This is an optimization exercise on Yosys and OpenROAD, whose aim is a short achievable clock period, not a production implementation. Where RTL was checked, it was by simulation tests only, not by an equivalence proof against the original. Power is estimated from default activity; no workload was simulated.

==> flow/design.v <==
`timescale 1 ps / 1 ps
module new_component (
		input  wire [7:0]  	s0_address,     
		input  wire        	s0_read,        
		output reg  [31:0] 	s0_readdata,    
		input  wire        	s0_write,       
		input  wire [31:0] 	s0_writedata,   
		input  wire        	clk,          	 
		input  wire        	reset,			 
		output wire	[7:0]		led				 
	);
	reg [31:0] count;
	reg [31:0] duty;
	reg [31:0] period;
	reg        wrap;	 
	reg        le;		 
	wire [31:0] wd  = s0_writedata;
	wire        hi0 = s0_address[7:2] == 6'd0;
	wire        wr0 = s0_write && hi0 && s0_address[1:0] == 2'd0;
	wire        wr1 = s0_write && hi0 && s0_address[1:0] == 2'd1;
	wire        wr2 = s0_write && hi0 && s0_address[1:0] == 2'd2;
	function [2:0] cmp;
		input [31:0] a;
		input [31:0] b;
		reg   [31:0] g;
		reg   [31:0] l;
		reg   [31:0] m;
		reg   [31:0] o;
		integer      w;
		integer      i;
		begin
			g = a & ~b;
			l = ~a & b;
			m = l;
			o = g;
			for (w = 16; w >= 1; w = w / 2)
				for (i = 0; i < w; i = i + 1)
				begin
					m[i] = (~g[2*i+1] & ~l[2*i+1] & m[2*i]) | (m[2*i+1] & o[2*i]);
					o[i] = o[2*i+1] & o[2*i];
					g[i] = g[2*i+1] | (~l[2*i+1] & g[2*i]);
					l[i] = l[2*i+1] | (~g[2*i+1] & l[2*i]);
				end
			cmp = {g[0], l[0], m[0]};
		end
	endfunction
	wire [2:0] c_wp = cmp(wd, period);
	wire [2:0] c_dw = cmp(duty, wd);
	wire [2:0] c_cw = cmp(count, wd);
	wire [2:0] c_cp = cmp(count, period);
	wire wd_lt_p  = c_wp[1];	 
	wire d_lt_wd  = c_dw[1];	 
	wire c_lt_wd  = c_cw[1];	 
	wire c1_eq_wd = c_cw[0];	 
	wire c1_eq_p  = c_cp[0];	 
	wire wd_zero  = wd == 32'd0;
	wire p_zero   = period == 32'd0;
	wire c_ne_d   = count != duty;
	always @(posedge clk)
	begin
		case(s0_address)
			8'h00   : s0_readdata <= period;
			8'h01   : s0_readdata <= duty;
			8'h02   : s0_readdata <= count;
			default : s0_readdata <= 0;
		endcase
	end
	always @(posedge clk)
	begin
		if(reset)
		begin
			duty   <= 0;
			period <= 0;
		end
		else
		begin
			if(wr0) period <= wd;
			if(wr1) duty   <= wd;
		end
	end
	always @(posedge clk)
	begin
		if(reset)
		begin
			count <= 0;
			wrap  <= 1'b1;
			le    <= 1'b1;
		end
		else
		begin
			if(wr2)
				count <= wd;
			else if(wrap)
				count <= 0;
			else
				count <= count + 32'd1;
			if(wr2)
				wrap <= ~wd_lt_p;
			else if(wr0)
				wrap <= wrap ? wd_zero : (~c_lt_wd | c1_eq_wd);
			else
				wrap <= wrap ? p_zero : c1_eq_p;
			if(wr2)
				le <= ~d_lt_wd;
			else if(wr1)
				le <= wrap | c_lt_wd;
			else
				le <= wrap | (le & c_ne_d);
		end
	end
	assign led = {8{le}};
endmodule
Settings: LEC_CHECK=0, ABC_CLOCK_PERIOD_IN_PS=1000, CAP_MARGIN=20, CORE_MARGIN=2, CORE_UTILIZATION=40, SETUP_SLACK_MARGIN=2.2, SLEW_MARGIN=20; clock period 3.2 ns.
run.sh (not shown) runs the stock make flow with config.mk's settings and CLKGATE_MAP_FILE= SYNTH_SCRIPT=/design/flow/synth_recipe.tcl, a recipe that flattens the netlist after the stock synthesis.
Then changed:
==> flow/design.v (replaced) <==
`timescale 1 ps / 1 ps
module new_component (
		input  wire [7:0]  	s0_address,     
		input  wire        	s0_read,        
		output reg  [31:0] 	s0_readdata,    
		input  wire        	s0_write,       
		input  wire [31:0] 	s0_writedata,   
		input  wire        	clk,          	 
		input  wire        	reset,			 
		output wire	[7:0]		led				 
	);
	reg [31:0] count;
	reg [31:0] duty;
	reg [31:0] period;
	reg        wrap;	 
	reg        le;		 
	wire [31:0] wd  = s0_writedata;
	wire        wr0 = s0_write && s0_address == 8'h00;
	wire        wr1 = s0_write && s0_address == 8'h01;
	wire        wr2 = s0_write && s0_address == 8'h02;
	function inc_eq;
		input [31:0] a;
		input [31:0] b;
		reg   [32:0] d;
		reg          ok;
		integer      i;
		begin
			d  = {1'b0, a ^ b};
			ok = d[0];
			for (i = 0; i < 32; i = i + 1)
				ok = ok & (~d[i+1] | d[i]) & (~d[i] | (a[i] == d[i+1]));
			inc_eq = ok;
		end
	endfunction
	wire wd_ge_p  = wd >= period;
	wire wd_le_d  = wd <= duty;
	wire c_ge_wd  = count >= wd;
	wire wd_zero  = wd == 32'd0;
	wire c1_eq_wd = inc_eq(count, wd);
	wire c1_eq_p  = inc_eq(count, period);
	wire p_zero   = period == 32'd0;
	wire c_ne_d   = count != duty;
	always @(posedge clk)
	begin
		case(s0_address)
			8'h00   : s0_readdata <= period;
			8'h01   : s0_readdata <= duty;
			8'h02   : s0_readdata <= count;
			default : s0_readdata <= 0;
		endcase
	end
	always @(posedge clk)
	begin
		if(reset)
		begin
			duty   <= 0;
			period <= 0;
		end
		else
		begin
			if(wr0) period <= wd;
			if(wr1) duty   <= wd;
		end
	end
	always @(posedge clk)
	begin
		if(reset)
		begin
			count <= 0;
			wrap  <= 1'b1;
			le    <= 1'b1;
		end
		else
		begin
			if(wr2)
				count <= wd;
			else if(wrap)
				count <= 0;
			else
				count <= count + 32'd1;
			if(wr2)
				wrap <= wd_ge_p;
			else if(wr0)
				wrap <= wrap ? wd_zero : (c_ge_wd | c1_eq_wd);
			else
				wrap <= wrap ? p_zero : c1_eq_p;
			if(wr2)
				le <= wd_le_d;
			else if(wr1)
				le <= wrap | ~c_ge_wd;
			else
				le <= wrap | (le & c_ne_d);
		end
	end
	assign led = {8{le}};
endmodule
Effect: Setup slack gets better by 0.19 ns; wire length went down by 4.4%; count of clock-buffer cells in the layout went down by 3; clock power drops by about 6%; core utilization drops by 1.6 points; fmax came out higher by about 8%; cell area is lower by 6.5%; global-route usage barely changes; sequential share of layout area rose by 1.1 points.
No functional check of the RTL was part of the first run of this note.

* * *

Another version of the RTL of new_component (not shown whole).
Size in the first run: about 220 flip-flops, about 0.012 mm2 of cells after synthesis.
==> module new_component, before the edit <==
module new_component (
		input  wire [7:0]  	s0_address,     
		input  wire        	s0_read,        
		output reg  [31:0] 	s0_readdata,    
		input  wire        	s0_write,       
		input  wire [31:0] 	s0_writedata,   
		input  wire        	clk,          	 
		input  wire        	reset,			 
		output wire	[7:0]		led				 
	);
	reg [31:0] count;
	reg [31:0] duty;
	reg [31:0] period;
	reg        wa, wb, wc;	 
	reg        ca, cb, cc;	 
	reg  [3:0] lp;		 
	reg  [3:0] lq;
	reg  [2:0] ones;	 
	reg        pz;		 
	reg        dz;		 
	reg  [2:0] pzb;		 
	reg  [2:0] dzb;		 
	reg [31:0] pm1;		 
	reg [31:0] dm1;		 
	reg        fp;		 
	reg        fd;		 
	reg        na, nb, nc;	 
	wire wrap = wa | (wb & wc);
	wire ceq  = ca | (cb & cc);
	wire nx   = na | (nb & nc);
	wire [31:0] wd  = s0_writedata;
	wire        hi0 = s0_address[7:2] == 6'd0;
	wire        wr0 = s0_write && hi0 && s0_address[1:0] == 2'd0;
	wire        wr1 = s0_write && hi0 && s0_address[1:0] == 2'd1;
	wire        wr2 = s0_write && hi0 && s0_address[1:0] == 2'd2;
	function [3:0] cmp;
		input [15:0] a;
		input [15:0] b;
		reg   [15:0] g;
		reg   [15:0] l;
		reg   [15:0] m;
		reg   [15:0] o;
		integer      w;
		integer      i;
		begin
			g = a & ~b;
			l = ~a & b;
			m = l;
			o = g;
			for (w = 8; w >= 1; w = w / 2)
				for (i = 0; i < w; i = i + 1)
				begin
					m[i] = (~g[2*i+1] & ~l[2*i+1] & m[2*i]) | (m[2*i+1] & o[2*i]);
					o[i] = o[2*i+1] & o[2*i];
					g[i] = g[2*i+1] | (~l[2*i+1] & g[2*i]);
					l[i] = l[2*i+1] | (~g[2*i+1] & l[2*i]);
				end
			cmp = {g[0], l[0], m[0], o[0]};
		end
	endfunction
	wire [3:0] wp_h = cmp(wd[31:16], period[31:16]);
	wire [3:0] wp_l = cmp(wd[15:0],  period[15:0]);
	wire [3:0] wd_h = cmp(wd[31:16], duty[31:16]);
	wire [3:0] wd_l = cmp(wd[15:0],  duty[15:0]);
	wire [3:0] cw_h = cmp(count[31:16], wd[31:16]);
	wire [3:0] cw_l = cmp(count[15:0],  wd[15:0]);
	wire [3:0] c2_h = cmp({1'b0, count[31:17]}, {1'b0, wd[31:17]});
	wire [3:0] c2_l = cmp(count[16:1], wd[16:1]);
	wire       c2_0 = count[0] == wd[0];
	wire wd_zero  = wd == 32'd0;
	wire [2:0] wzb = {wd[23:16] == 8'd0, wd[15:8] == 8'd0, wd[7:0] == 8'd0};
	wire wd_one   = wd == 32'd1;
	wire p1_h = count[31:16] == pm1[31:16];
	wire p1_l = count[15:0]  == pm1[15:0];
	wire d1_h = count[31:16] == dm1[31:16];
	wire d1_l = count[15:0]  == dm1[15:0];
	wire [3:0]  cin = {&ones[2:0], &ones[1:0], ones[0], 1'b1};
	reg  [31:0] inc;
	reg  [3:0]  inc_ones;	 
	integer     k;
	always @*
	begin
		for (k = 0; k < 4; k = k + 1)
		begin
			inc[8*k +: 8] = count[8*k +: 8] + {7'd0, cin[k]};
			inc_ones[k]   = cin[k] ? (count[8*k +: 8] == 8'hfe) : (count[8*k +: 8] == 8'hff);
		end
	end
	wire [3:0] le = ~(lp & lq);	 
	always @(posedge clk)
	begin
		case(s0_address)
			8'h00   : s0_readdata <= period;
			8'h01   : s0_readdata <= duty;
			8'h02   : s0_readdata <= count;
			default : s0_readdata <= 0;
		endcase
	end
	function [31:0] dec;
		input [31:0] x;
		input [2:0]  z;
		reg   [3:0]  bin;
		integer      j;
		begin
			bin = {&z[2:0], &z[1:0], z[0], 1'b1};
			for (j = 0; j < 4; j = j + 1)
				dec[8*j +: 8] = x[8*j +: 8] - {7'd0, bin[j]};
		end
	endfunction
	always @(posedge clk)
	begin
		pm1 <= dec(period, pzb);
		dm1 <= dec(duty, dzb);
		na  <= wrap ? wd_one : (c2_0 & c2_h[1] & c2_l[0]);
		nb  <= ~wrap & c2_0 & ~c2_h[3] & ~c2_h[2];
		nc  <= c2_l[1];
	end
	always @(posedge clk)
	begin
		if(reset)
		begin
			duty   <= 0;
			period <= 0;
			pz     <= 1'b1;
			dz     <= 1'b1;
			pzb    <= 3'b111;
			dzb    <= 3'b111;
			fp     <= 1'b1;
			fd     <= 1'b1;
		end
		else
		begin
			if(wr0)
			begin
				period <= wd;
				pz     <= wd_zero;
				pzb    <= wzb;
			end
			if(wr1)
			begin
				duty   <= wd;
				dz     <= wd_zero;
				dzb    <= wzb;
			end
			fp <= wr0;
			fd <= wr1;
		end
	end
	always @(posedge clk)
	begin
		if(reset)
		begin
			count <= 0;
			ones  <= 3'b000;
			wa    <= 1'b1;
			wb    <= 1'b0;
			wc    <= 1'b0;
			ca    <= 1'b1;
			cb    <= 1'b0;
			cc    <= 1'b0;
			lp    <= 4'h0;
			lq    <= 4'h0;
		end
		else
		begin
			if(wr2)
			begin
				count <= wd;
				ones  <= {wd[23:16] == 8'hff, wd[15:8] == 8'hff, wd[7:0] == 8'hff};
			end
			else if(wrap)
			begin
				count <= 0;
				ones  <= 3'b000;
			end
			else
			begin
				count <= inc;
				ones  <= inc_ones[2:0];
			end
			if(wr2)
			begin
				wa <= wp_h[3];
				wb <= ~wp_h[3] & ~wp_h[2];
				wc <= ~wp_l[2];
			end
			else if(wr0)
			begin
				wa <= wrap ? wd_zero : (cw_h[3] | (cw_h[1] & cw_l[0]));
				wb <= ~wrap & ~cw_h[3] & ~cw_h[2];
				wc <= ~cw_l[2] | cw_l[1];
			end
			else
			begin
				wa <= wrap ? pz : (fp & nx);
				wb <= ~wrap & ~fp & p1_h;
				wc <= p1_l;
			end
			if(wr2)
			begin
				ca <= 1'b0;
				cb <= ~wd_h[3] & ~wd_h[2];
				cc <= ~wd_l[3] & ~wd_l[2];
			end
			else if(wr1)
			begin
				ca <= wrap ? wd_zero : (cw_h[1] & cw_l[0]);
				cb <= ~wrap & ~cw_h[3] & ~cw_h[2];
				cc <= cw_l[1];
			end
			else
			begin
				ca <= wrap ? dz : (fd & nx);
				cb <= ~wrap & ~fd & d1_h;
				cc <= d1_l;
			end
			if(wr2)
			begin
				lp <= {4{~wd_h[2]}};
				lq <= {4{wd_h[3] | wd_l[3]}};
			end
			else if(wr1)
			begin
				lp <= {4{~wrap & ~cw_h[2]}};
				lq <= {4{~wrap & (cw_h[3] | ~cw_l[2])}};
			end
			else
			begin
				lp <= ~({4{wrap}} | (le & {4{~ceq}}));
				lq <= ~({4{wrap}} | (le & {4{~ceq}}));
			end
		end
	end
	assign led = {le[3], le[3], le[2], le[2], le[1], le[1], le[0], le[0]};
endmodule
Settings: LEC_CHECK=0, CAP_MARGIN=20, CORE_MARGIN=2, CORE_UTILIZATION=40, SETUP_SLACK_MARGIN=1.6, SLEW_MARGIN=20, TNS_END_PERCENT=10; clock period 3.2 ns.
standard.sh (not shown) runs the stock make flow with config.mk's settings and CLKGATE_MAP_FILE= SYNTH_SCRIPT=/design/flow/synth_recipe.tcl, a recipe that flattens the netlist after the stock synthesis.
==> flow/flow/run.sh <==
#!/bin/bash
# Own flow: the standard layout (standard.sh), with
#  - the synthesis script swapped for flow/my_synth.tcl (standard synthesis, but no adder
#    extraction and a delay-oriented ABC mapping script, flow/abc.script);
#  - ports buffered with buf_4 instead of the smallest buffer, and repair allowed to change a
#    cell's footprint when it resizes.
set -euo pipefail
W=$PWD
export FLOW_SYNTH_TCL=$W/synth_recipe.tcl
export ABC_SCRIPT_OVERRIDE=$W/flow/abc.script
sed "s|SYNTH_SCRIPT=[^ ]*|SYNTH_SCRIPT=$W/flow/my_synth.tcl|" standard.sh > my_standard.sh
grep -q "SYNTH_SCRIPT=$W/flow/my_synth.tcl" my_standard.sh
bash my_standard.sh "BUFFER_PORTS_ARGS=-buffer_cell sky130_fd_sc_hd__buf_4" MATCH_CELL_FOOTPRINT=0 finish > $W/make_finish.log 2>&1
==> flow/flow/abc.script <==
strash
dch
map
buffer -c
topo
stime -c
upsize -c
dnsize -c
==> flow/flow/my_synth.tcl <==
# The standard synthesis (synth_recipe.tcl), with two changes to the mapping of the logic
# between the registers: Yosys's adder extraction is skipped, so ABC sees every gate, and the
# final ABC run uses the script in ABC_SCRIPT_OVERRIDE. Registers are mapped as in the
# standard synthesis.
proc extract_fa {args} { puts "extract_fa skipped" }
proc abc {args} {
  set i [lsearch -exact $args -script]
  if { $i >= 0 } { lset args [expr { $i + 1 }] $::env(ABC_SCRIPT_OVERRIDE) }
  yosys abc {*}$args
}
source $::env(FLOW_SYNTH_TCL)
Edit:
--- a/flow/design.v
+++ b/flow/design.v
@@ -12,12 +12,12 @@
 	reg [31:0] count;
 	reg [31:0] duty;
 	reg [31:0] period;
 	reg        wa, wb, wc;	 
 	reg        ca, cb, cc;	 
-	reg  [3:0] lp;		 
-	reg  [3:0] lq;
+	reg  [7:0] lp;		 
+	reg  [7:0] lq;
 	reg  [2:0] ones;	 
 	reg        pz;		 
 	reg        dz;		 
 	reg  [2:0] pzb;		 
 	reg  [2:0] dzb;		 
@@ -85,11 +85,11 @@
 		begin
 			inc[8*k +: 8] = count[8*k +: 8] + {7'd0, cin[k]};
 			inc_ones[k]   = cin[k] ? (count[8*k +: 8] == 8'hfe) : (count[8*k +: 8] == 8'hff);
 		end
 	end
-	wire [3:0] le = ~(lp & lq);	 
+	wire [7:0] le = ~(lp & lq);	 
 	always @(posedge clk)
 	begin
 		case(s0_address)
 			8'h00   : s0_readdata <= period;
 			8'h01   : s0_readdata <= duty;
@@ -157,12 +157,12 @@
 			wb    <= 1'b0;
 			wc    <= 1'b0;
 			ca    <= 1'b1;
 			cb    <= 1'b0;
 			cc    <= 1'b0;
-			lp    <= 4'h0;
-			lq    <= 4'h0;
+			lp    <= 8'h00;
+			lq    <= 8'h00;
 		end
 		else
 		begin
 			if(wr2)
 			begin
@@ -215,22 +215,22 @@
 				cb <= ~wrap & ~fd & d1_h;
 				cc <= d1_l;
 			end
 			if(wr2)
 			begin
-				lp <= {4{~wd_h[2]}};
-				lq <= {4{wd_h[3] | wd_l[3]}};
+				lp <= {8{~wd_h[2]}};
+				lq <= {8{wd_h[3] | wd_l[3]}};
 			end
 			else if(wr1)
 			begin
-				lp <= {4{~wrap & ~cw_h[2]}};
-				lq <= {4{~wrap & (cw_h[3] | ~cw_l[2])}};
-			end
-			else
-			begin
-				lp <= ~({4{wrap}} | (le & {4{~ceq}}));
-				lq <= ~({4{wrap}} | (le & {4{~ceq}}));
-			end
-		end
-	end
-	assign led = {le[3], le[3], le[2], le[2], le[1], le[1], le[0], le[0]};
+				lp <= {8{~wrap & ~cw_h[2]}};
+				lq <= {8{~wrap & (cw_h[3] | ~cw_l[2])}};
+			end
+			else
+			begin
+				lp <= ~({8{wrap}} | (le & {8{~ceq}}));
+				lq <= ~({8{wrap}} | (le & {8{~ceq}}));
+			end
+		end
+	end
+	assign led = le;
 endmodule
Clock power rises by 13%.
Register-to-register slack is better by 0.13 ns.
Global-route usage climbs by 0.26 points.
Worst setup slack is better by 0.19 ns.
Final area went up by 9.3%.
Power climbs by 9.1%.
Sequential power rises by about 3%.
Core utilization came out higher by 2.6 points.
Synthesized area grows by 4.5%.
Routed wire length grows by 5.3%.
Fmax climbs by 10%.
Combinational power is higher by 23%.
Only the layout flow was run in the first run of this note; the RTL was not checked for function there.

static timing again, ports no longer ideal:
In the flow no input, the clock included, has a driving cell. The finished layouts below were timed again as built, in two steps. Step 1 sets driving cells, clkbuf_16 on the clock port and buf_2 on the other inputs (assumed; they add their load-dependent delay and slew). Step 2 also shifts input and output timing later by t, the mid clock arrival at the registers, as if the neighbouring blocks saw the same clock. Three values: ideal ports, drivers, drivers and shift; two values: the first two.
run	t (ns)	setup WS [ns]	slew at the worst register clock pin (ns)	pins driven straight from the clock port
the first run of note 1	0.485	0.607 / 0.607 / 0.243	0.07 / 0.07	1
the second run of note 1	0.482	0.798 / 0.827 / 0.345	0.07 / 0.07	1
the first run of note 2	0.589	1.148 / 1.162 / 0.573	0.07 / 0.07	1
the second run of note 2	0.611	1.339 / 1.339 / 0.787	0.07 / 0.07	1
After both steps every run listed still meets setup and hold. The setup slack of the first run of note 2, which loses most, moves by +0.014 ns with the drivers and by -0.575 ns with both steps.
